This design comes from an exercise in tuning for small area and a short achievable clock period on the open sky130 flow, not from production work. Only simulation tests tie the RTL to the original design; equivalence was not proved. Power is estimated from default activity; no workload was simulated.

## build 74
// dadda_16_16
module dadda_16_16(mpd_in, mpr_in, op_out, clk);
  input clk;
  input [15:0] mpd_in, mpr_in;
  output [32:0] op_out;
  wire [17:0] ye = {2'b00, mpr_in};
  wire [7:0] e_one, e_two;
  genvar gi, gj;
  generate for (gi = 0; gi < 8; gi = gi + 1) begin : g_enc
    wire ym1 = (gi == 0) ? 1'b0 : ye[2*gi-1];
    assign e_one[gi] = ye[2*gi] ^ ym1;
    assign e_two[gi] = (ye[2*gi+1] & ~ye[2*gi] & ~ym1) | (~ye[2*gi+1] & ye[2*gi] & ym1);
  end endgenerate
  reg [15:0] x;
  reg [7:0] one, two, neg;
  reg [31:0] q0, q1;
  wire [31:0] r0n, r1n;
  always @(posedge clk) begin
    x <= mpd_in;
    one <= e_one;
    two <= e_two;
    neg <= {mpr_in[15], mpr_in[13], mpr_in[11], mpr_in[9], mpr_in[7], mpr_in[5], mpr_in[3], mpr_in[1]};
    q0 <= r0n;
    q1 <= r1n;
  end
  wire [7:0] negn = ~neg;
  wire [16:0] ppn [0:7];
  wire [17:0] xe = {1'b0, x, 1'b0};
  generate for (gi = 0; gi < 8; gi = gi + 1) begin : g_pp
    for (gj = 0; gj < 17; gj = gj + 1) begin : g_ppj
      assign ppn[gi][gj] = ~(((xe[gj+1] & one[gi]) | (xe[gj] & two[gi])) ^ neg[gi]);
    end
  end endgenerate
  wire [15:0] r8n = ~(x & {16{neg[7]}});
  wire ci1;
  wire ci2;
  wire ci3;
  wire ci4;
  wire ci5;
  wire ci6;
  wire w7;
  wire w8;
  wire w9;
  wire w10;
  wire w11;
  wire w12;
  wire w13;
  wire w14;
  wire w15;
  wire w16;
  wire w17;
  wire w18;
  wire w19;
  wire w20;
  wire w21;
  wire w22;
  wire w23;
  wire w24;
  wire w25;
  wire w26;
  wire w27;
  wire w28;
  wire w29;
  wire w30;
  wire w31;
  wire w32;
  wire w33;
  wire w34;
  wire w35;
  wire w36;
  wire w37;
  wire w38;
  wire w39;
  wire w40;
  wire w41;
  wire w42;
  wire w43;
  wire w44;
  wire w45;
  wire w46;
  wire w47;
  wire w48;
  wire w49;
  wire w50;
  wire w51;
  wire w52;
  wire w53;
  wire w54;
  wire w55;
  wire w56;
  wire w57;
  wire w58;
  wire w59;
  wire w60;
  wire w61;
  wire w62;
  wire w63;
  wire w64;
  wire w65;
  wire w66;
  wire w67;
  wire w68;
  wire w69;
  wire w70;
  wire w71;
  wire w72;
  wire w73;
  wire w74;
  wire w75;
  wire w76;
  wire w77;
  wire w78;
  wire w79;
  wire w80;
  wire w81;
  wire w82;
  wire w83;
  wire w84;
  wire w85;
  wire w86;
  wire w87;
  ...
Size in the first run: about 990 cells after synthesis, ~100 flip-flops, about 66 I/O pins, about 0.0093 sq mm of cells after synthesis.
clock: 7.0 ns
lec_check: 0
cap_margin: 20
core_margin: 2
core_utilization: 40
setup_slack_margin: 3.5
slew_margin: 20
synth_hierarchical: 1
run.sh (not shown) runs the stock make flow with config.mk's settings and CLKGATE_MAP_FILE= SYNTH_SCRIPT=/design/flow/synth_recipe.tcl, a recipe that flattens the netlist after the stock synthesis.
The following lists how build 19 was set up differently from build 74:
Settings: swapping 3.5 for 4.2 in SETUP_SLACK_MARGIN.
--- outcome ---
Build 19 ended with every stage complete and zero timing, DRC or antenna violations.
Changes observed in build 19 relative to build 74: clock-buffer cell count increased by 1 relative to the old numbers, met3 layer usage reported by global route increased by 0.55 points relative to the old numbers, sequential share of layout area decreased by 1.6 points relative to the old numbers, share of the core filled with cells increased by 7.6 points relative to the old numbers.
Relative to build 19, the following input files were edited for build 92:
Settings: SETUP_SLACK_MARGIN removed (was 4.2).
--- outcome ---
- Compare build 92 and build 19 | post-route fraction of the period consumed by the critical path higher: build 92
- Build 92 vs build 19: areal power density over the cells up in build 92
- Between build 19 and build 92, the flow reports first-iteration DRC count increasing by more than a quarter.
- Achievable clock frequency on build 92 is behind build 19.
- Build 92 completed end to end with timing, DRC and antenna clean.
- The total number of cells along the worst setup path of build 92 falls short of that of build 19 by 3.
- Build 92 vs. build 19: total wire length went down by about 16%.
- Power: build 92 draws less than build 19

========
Setup of job 8867:
Another version of the RTL of dadda_16_16 (not shown whole).
Size in the first run: ~780 cells after synthesis, roughly 66 I/O pins.
clock: 7.0 ns
lec_check: 0
cap_margin: 20
core_margin: 2
core_utilization: 55
cts_buf_list: sky130_fd_sc_hd__clkbuf_8 sky130_fd_sc_hd__clkbuf_16
cts_cluster_diameter: 60
cts_cluster_size: 30
setup_slack_margin: 3.45
slew_margin: 20
synth_hierarchical: 1
standard.sh (not shown) runs the stock make flow with config.mk's settings and CLKGATE_MAP_FILE= SYNTH_SCRIPT=/design/flow/synth_recipe.tcl, a recipe that flattens the netlist after the stock synthesis.
==> flow/flow/run.sh <==
#!/bin/bash
# Standard layout (the standard.sh) with two changes:
#  - after synthesis, flow/post_synth.tcl takes logic cells down to their
#    smallest drive strength (timing repair later sizes up what it needs);
#  - the port buffers are buf_1 cells (sized up by repair where needed).
set -euo pipefail
here=$(pwd)
bash standard.sh POST_SYNTH_TCL=$here/flow/post_synth.tcl \
  "BUFFER_PORTS_ARGS=-buffer_cell sky130_fd_sc_hd__buf_1" finish > $here/standard_flow.log 2>&1
==> flow/flow/post_synth.tcl <==
# After synthesis: take every logic cell down to the smallest drive strength
# of its own kind and drop the buffers synthesis inserted; timing repair in the
# later steps sizes up what the critical paths need.
set n_resized 0
foreach inst [get_cells *] {
  set master [get_property $inst ref_name]
  if {![regexp {^(sky130_fd_sc_hd__[a-z0-9]+)_([0-9]+)$} $master -> base size]} { continue }
  if {[regexp {__(df|dl|sdf|edf|conb|tap|fill|decap|clk)} $base]} { continue }
  set best ""
  set best_area 1e9
  foreach s {0 1 2 4} {
    set lc [get_lib_cells -quiet */${base}_$s]
    if {$lc eq ""} { continue }
    if {[get_property $lc dont_use]} { continue }
    set a [get_property $lc area]
    if {$a < $best_area} { set best_area $a; set best [get_name $lc] }
  }
  if {$best ne "" && $best ne $master} {
    replace_cell $inst $best
    incr n_resized
  }
}
puts "post_synth: resized $n_resized cells"
remove_buffers
Edits applied to the flow inputs when going from job 8867 to job 5900:
- SETUP_SLACK_MARGIN: 3.45 -> 3.4
- CTS_BUF_LIST: sky130_fd_sc_hd__clkbuf_8 sky130_fd_sc_hd__clkbuf_16 -> sky130_fd_sc_hd__clkbuf_4 sky130_fd_sc_hd__clkbuf_8
- CORE_UTILIZATION: 55 -> 45
- CTS_CLUSTER_DIAMETER: 60 -> unset
- CTS_CLUSTER_SIZE: 30 -> unset
### Flow results
In the reports for job 5900 and job 8867, the larger final worst clock skew belongs to job 5900.
When job 5900 is measured against job 8867, its net switching component of the power turns out 1.4% lower.
Comparing the two runs side by side, job 5900 comes out behind job 8867 on wire length.
Summary: number of DRC markers after the initial detailed-route iteration, job 5900 worse than job 8867
On non-filler instance count after layout, the higher figure sits with job 5900, not job 8867.
The run with more setup slack is job 8867; job 5900 has less.
On count of max-cap constraint violations, job 5900 and job 8867 are neck and neck.
Deepest level of the CTS H-tree came out exactly the same in job 5900 and job 8867.
diff inputs: job 5900 => job 5011
- changing SETUP_SLACK_MARGIN from 3.4 to 3.8
- changing CORE_UTILIZATION from 45 to 55
Findings:
Relative to job 5900, detailed route wirelength on metal3 has gone down in job 5011. [diff] routed wire length, job 5011 relative to job 5900: regression. Final critical delay including setup and external delays: higher on job 5900. Job 5011 vs job 5900: total met2 wirelength after detailed routing up by a few percent.
The following lists how job 1602 was set up differently from job 5011:
- SETUP_SLACK_MARGIN now 3.2, was 3.8
Notes after the runs:
- Looking at the reports, job 1602 completed the entire flow and the layout it produced met the timing, DRC and antenna checks.
- Diff job 5011 -> job 1602 | design area | down by a little under 10%
- Global-route wire length before repair in job 1602 is 3.4% lower than in job 5011
- Total of cells resized after clock tree synthesis is lower on job 1602
[inputs] job 8270 vs job 1602
- changing SETUP_SLACK_MARGIN from 3.2 to 3.4
- setting CTS_CLUSTER_DIAMETER to 60 for the first time
- changing CTS_BUF_LIST from sky130_fd_sc_hd__clkbuf_4 sky130_fd_sc_hd__clkbuf_8 to sky130_fd_sc_hd__clkbuf_8 sky130_fd_sc_hd__clkbuf_16
- setting CTS_CLUSTER_SIZE to 30 for the first time
-- flow/flow/post_synth.tcl --
<<< job 1602, line 25
>>> job 8270, line 25
# The first-stage registers each drive a row or column of Booth selectors
# (16-17 loads): give them the strongest flip-flop of their kind.
set n_up 0
foreach inst [get_cells *] {
  if {[regexp {^(x|one|two|neg)\[} [get_name $inst]] && [get_property $inst ref_name] eq "sky130_fd_sc_hd__dfxtp_1"} {
    replace_cell $inst sky130_fd_sc_hd__dfxtp_4
    incr n_up
  }
}
puts "post_synth: upsized $n_up first-stage flip-flops"
==> comparison <==
- The final layout from job 8270, which completed every stage, passed the timing, DRC and antenna checks at the end of the flow.
- Job 8270 vs. job 1602: highest clock frequency the design can meet increased 5.6%, final cell area excluding filler cells increased about 2.7%, setup slack increased 190 ps.
- Job 1602 → job 8270: routing usage on met2 went down, final sequential cell count roughly the same, relative contribution of combinational cells to total power decreased 3.1 points, total power higher, delay contributed by the slowest stage of the critical path lost 60 ps.

-- what the ideal ports hide --
The results above use ideal ports. As a check the final layouts listed here were re-extracted and re-timed, cells and wires unchanged. Step 1, drivers: a clkbuf_16 drives clk and a buf_2 each remaining input, both assumed. Step 2, shift: input delay + t, output delay - t, t = (earliest + latest rising clock arrival at the registers) / 2. This alone moves slack from input paths to output paths. a / b / c = ideal / step 1 / step 2; a / b = the first two.
| run | shift t [ns] | slack for setup (ns) | hold slack, ns | latest minus earliest clock arrival (ns) | worst register clock-pin slew, ns |
|---|---|---|---|---|---|
| build 74 | 0.406 | 2.853 / 2.808 / 3.214 | 0.698 / 0.698 / 0.698 | 0.008 / 0.007 | 0.07 / 0.07 |
| build 19 | 0.399 | 3.060 / 3.014 / 3.413 | 0.635 / 0.635 / 0.635 | 0.007 / 0.006 | 0.07 / 0.07 |
| build 92 | 0.406 | 2.347 / 2.303 / 2.709 | 0.788 / 0.788 / 0.788 | 0.010 / 0.010 | 0.07 / 0.07 |
| job 8867 | 0.394 | 3.544 / 3.504 / 3.661 | 0.748 / 0.748 / 0.748 | 0.010 / 0.010 | 0.07 / 0.07 |
| job 5900 | 0.430 | 3.498 / 3.459 / 3.528 | 0.777 / 0.777 / 0.777 | 0.019 / 0.020 | 0.11 / 0.11 |
| job 5011 | 0.415 | 3.613 / 3.575 / 3.858 | 0.682 / 0.682 / 0.682 | 0.016 / 0.016 | 0.10 / 0.10 |
| job 1602 | 0.419 | 3.365 / 3.327 / 3.377 | 0.874 / 0.874 / 0.874 | 0.018 / 0.018 | 0.11 / 0.11 |
| job 8270 | 0.396 | 3.558 / 3.514 / 3.732 | 0.736 / 0.736 / 0.736 | 0.012 / 0.012 | 0.08 / 0.08 |
After both steps setup and hold are still met in every run listed.
